This is an optimization exercise on Yosys and OpenROAD, whose aim is small area, not a production implementation. Function was checked by simulation only, so behaviour that the tests miss may differ from the original.

// cordic_dds
module cordic_dds (
  input             clk,
  input             rst_n,
  input             cfg_vld,
  input      [31:0] cfg_freq_word,
  input      [31:0] cfg_phase_word,
  output reg        sig_vld_o,
  output     [15:0] sin_o,
  output     [15:0] cos_o
);
Size: about 3700 cells after synthesis, about 750 flip-flops, about 100 I/O pins, roughly 0.036 sq mm of cells after synthesis.
export LEC_CHECK = 0
export ABC_AREA = 1
export CAP_MARGIN = 20
export CORE_MARGIN = 2
export CORE_UTILIZATION = 65
export SLEW_MARGIN = 20
create_clock -name core_clock -period 5.0 [get_ports {clk}]
standard.sh (not shown) runs the stock make flow with config.mk's settings and CLKGATE_MAP_FILE= SYNTH_SCRIPT=/design/flow/synth_recipe.tcl, a recipe that flattens the netlist after the stock synthesis.
==> flow/flow/run.sh <==
#!/bin/bash
# Layout flow: the standard ORFS flow (standard.sh), with these changes:
#  - clock tree synthesis uses clkbuf_4 buffers in clusters of at most 10 sinks within
#    50 um, and inserts no dummy loads;
#  - the port buffers are buf_1 cells.
# Everything else (floorplan, power grid, tap cells, placement, routing, repair) is the
# standard flow. The full output of the ORFS run goes to standard.log in this work
# folder, and each ORFS step keeps its own log under orfs/logs/.
set -o pipefail
bash standard.sh \
  SYNTH_ARGS=-noabc \
  "CTS_ARGS=-sink_clustering_enable -repair_clock_nets -dont_use_dummy_load -buf_list {sky130_fd_sc_hd__clkbuf_2 sky130_fd_sc_hd__clkbuf_4} -sink_clustering_size 10 -sink_clustering_max_diameter 50" \
  "BUFFER_PORTS_ARGS=-buffer_cell sky130_fd_sc_hd__buf_1" \
  finish > standard.log 2>&1
The starting point produced a clean layout.
Then changed:
--- a/flow/flow/run.sh
+++ b/flow/flow/run.sh
@@ -11,3 +11,3 @@
   SYNTH_ARGS=-noabc \
-  "CTS_ARGS=-sink_clustering_enable -repair_clock_nets -dont_use_dummy_load -buf_list {sky130_fd_sc_hd__clkbuf_2 sky130_fd_sc_hd__clkbuf_4} -sink_clustering_size 10 -sink_clustering_max_diameter 50" \
+  "CTS_ARGS=-sink_clustering_enable -repair_clock_nets -dont_use_dummy_load -buf_list sky130_fd_sc_hd__clkbuf_4 -sink_clustering_size 10 -sink_clustering_max_diameter 50" \
   "BUFFER_PORTS_ARGS=-buffer_cell sky130_fd_sc_hd__buf_1" \
Settings changed: GPL_TIMING_DRIVEN set to 0.
The new run went through all stages and came out clean. Utilization increases by 1.1 points. Worst setup slack got worse by 49 ps. Synthesized cell count stays the same.
Then changed:
Settings changed: CORE_UTILIZATION 65 to 60, GPL_TIMING_DRIVEN 0 to not set.
Global-route usage drops by 3.4 points.
Die area climbs by about 8%.
Maximum frequency went up by 2.2%.
Setup slack gets better by 110 ps.
Critical path depth is unchanged.
Routed wire length drops by about 7%.
Clock skew rises by 39 ps.
Utilization is lower by 6.7 points.

========
wip/quartz:
Another version of the RTL of cordic_dds (not shown whole).
For scale: ~750 flip-flops, about 37,000 um2 of cells after synthesis.
export LEC_CHECK = 0
export ABC_AREA = 1
export CAP_MARGIN = 20
export CORE_MARGIN = 2
export CORE_UTILIZATION = 65
export SLEW_MARGIN = 20
create_clock -name core_clock -period 5.0 [get_ports {clk}]
==> flow/flow/run.sh <==
#!/bin/bash
# Layout flow: the standard ORFS flow (standard.sh), with these changes:
#  - Yosys's synth runs without its internal "abc -fast" (SYNTH_ARGS=-noabc), so the
#    full adders are extracted from the RTL's own ripple-carry structure, without the
#    inverters that the early ABC pass's polarity choices leave around them;
#  - clock tree synthesis uses clkbuf_4 buffers and inserts no dummy loads;
#  - the port buffers are buf_1 cells.
# Everything else (floorplan, power grid, tap cells, placement, routing, repair) is the
# standard flow. The full output of the ORFS run is in standard.log beside this script's
# work folder, and each ORFS step keeps its own log under orfs/logs/.
set -o pipefail
bash standard.sh \
  SYNTH_ARGS=-noabc \
  "CTS_ARGS=-sink_clustering_enable -repair_clock_nets -dont_use_dummy_load -buf_list sky130_fd_sc_hd__clkbuf_4 -sink_clustering_size 10 -sink_clustering_max_diameter 50" \
  "BUFFER_PORTS_ARGS=-buffer_cell sky130_fd_sc_hd__buf_1" \
  finish > standard.log 2>&1
## Diff of input files: wip/nickel against wip/quartz
Settings: clearing ABC_AREA, which used to be 1; swapping 65 for 55 in CORE_UTILIZATION.
## What came out
- Compared with wip/quartz, in wip/nickel minimum clock period after layout grew by 0.086 ns; routed length on met1 climbed about 27%; clock buffer count in the final layout went up 6.
- Looking at capturing element of the worst setup path, the u_cordic.y_9[16]$_DFF_P_ result is from wip/quartz; the u_cordic.y_9[18]$_DFF_P_ one comes from wip/nickel.
- wip/quartz → wip/nickel: met3 wire length shows an increase of 81%, register-to-register slack shrank by 0.09 ns, worst hold slack across all endpoints decreased 0.030 ns, die area saw an increase.

-- separate check: timing with driven ports --
No port has a modelled driver above. Below, the same layouts with a new extraction and two added sets of constraints. Step 1 assumes that a clkbuf_16 drives the clock port and a buf_2 every other input. Step 2 moves the port delays by t, midway between the first and last clock arrival at a register: inputs arrive t later, outputs are due t later. That takes back most of the time a late clock gives input paths. Slacks: ideal / step 1 / step 2; pairs: ideal / step 1.
run	t (ns)	slack for setup (ns)	latest minus earliest clock arrival (ns)
the first run of note 1	0.851	0.163 / 0.163 / 0.163	0.101 / 0.100
the second run of note 1	0.875	0.114 / 0.114 / 0.114	0.105 / 0.105
the third run of note 1	0.885	0.220 / 0.220 / 0.220	0.151 / 0.151
wip/quartz	0.849	0.332 / 0.332 / 0.332	0.150 / 0.151
wip/nickel	0.877	0.246 / 0.246 / 0.246	0.104 / 0.105
After both steps every run listed still meets setup and hold.
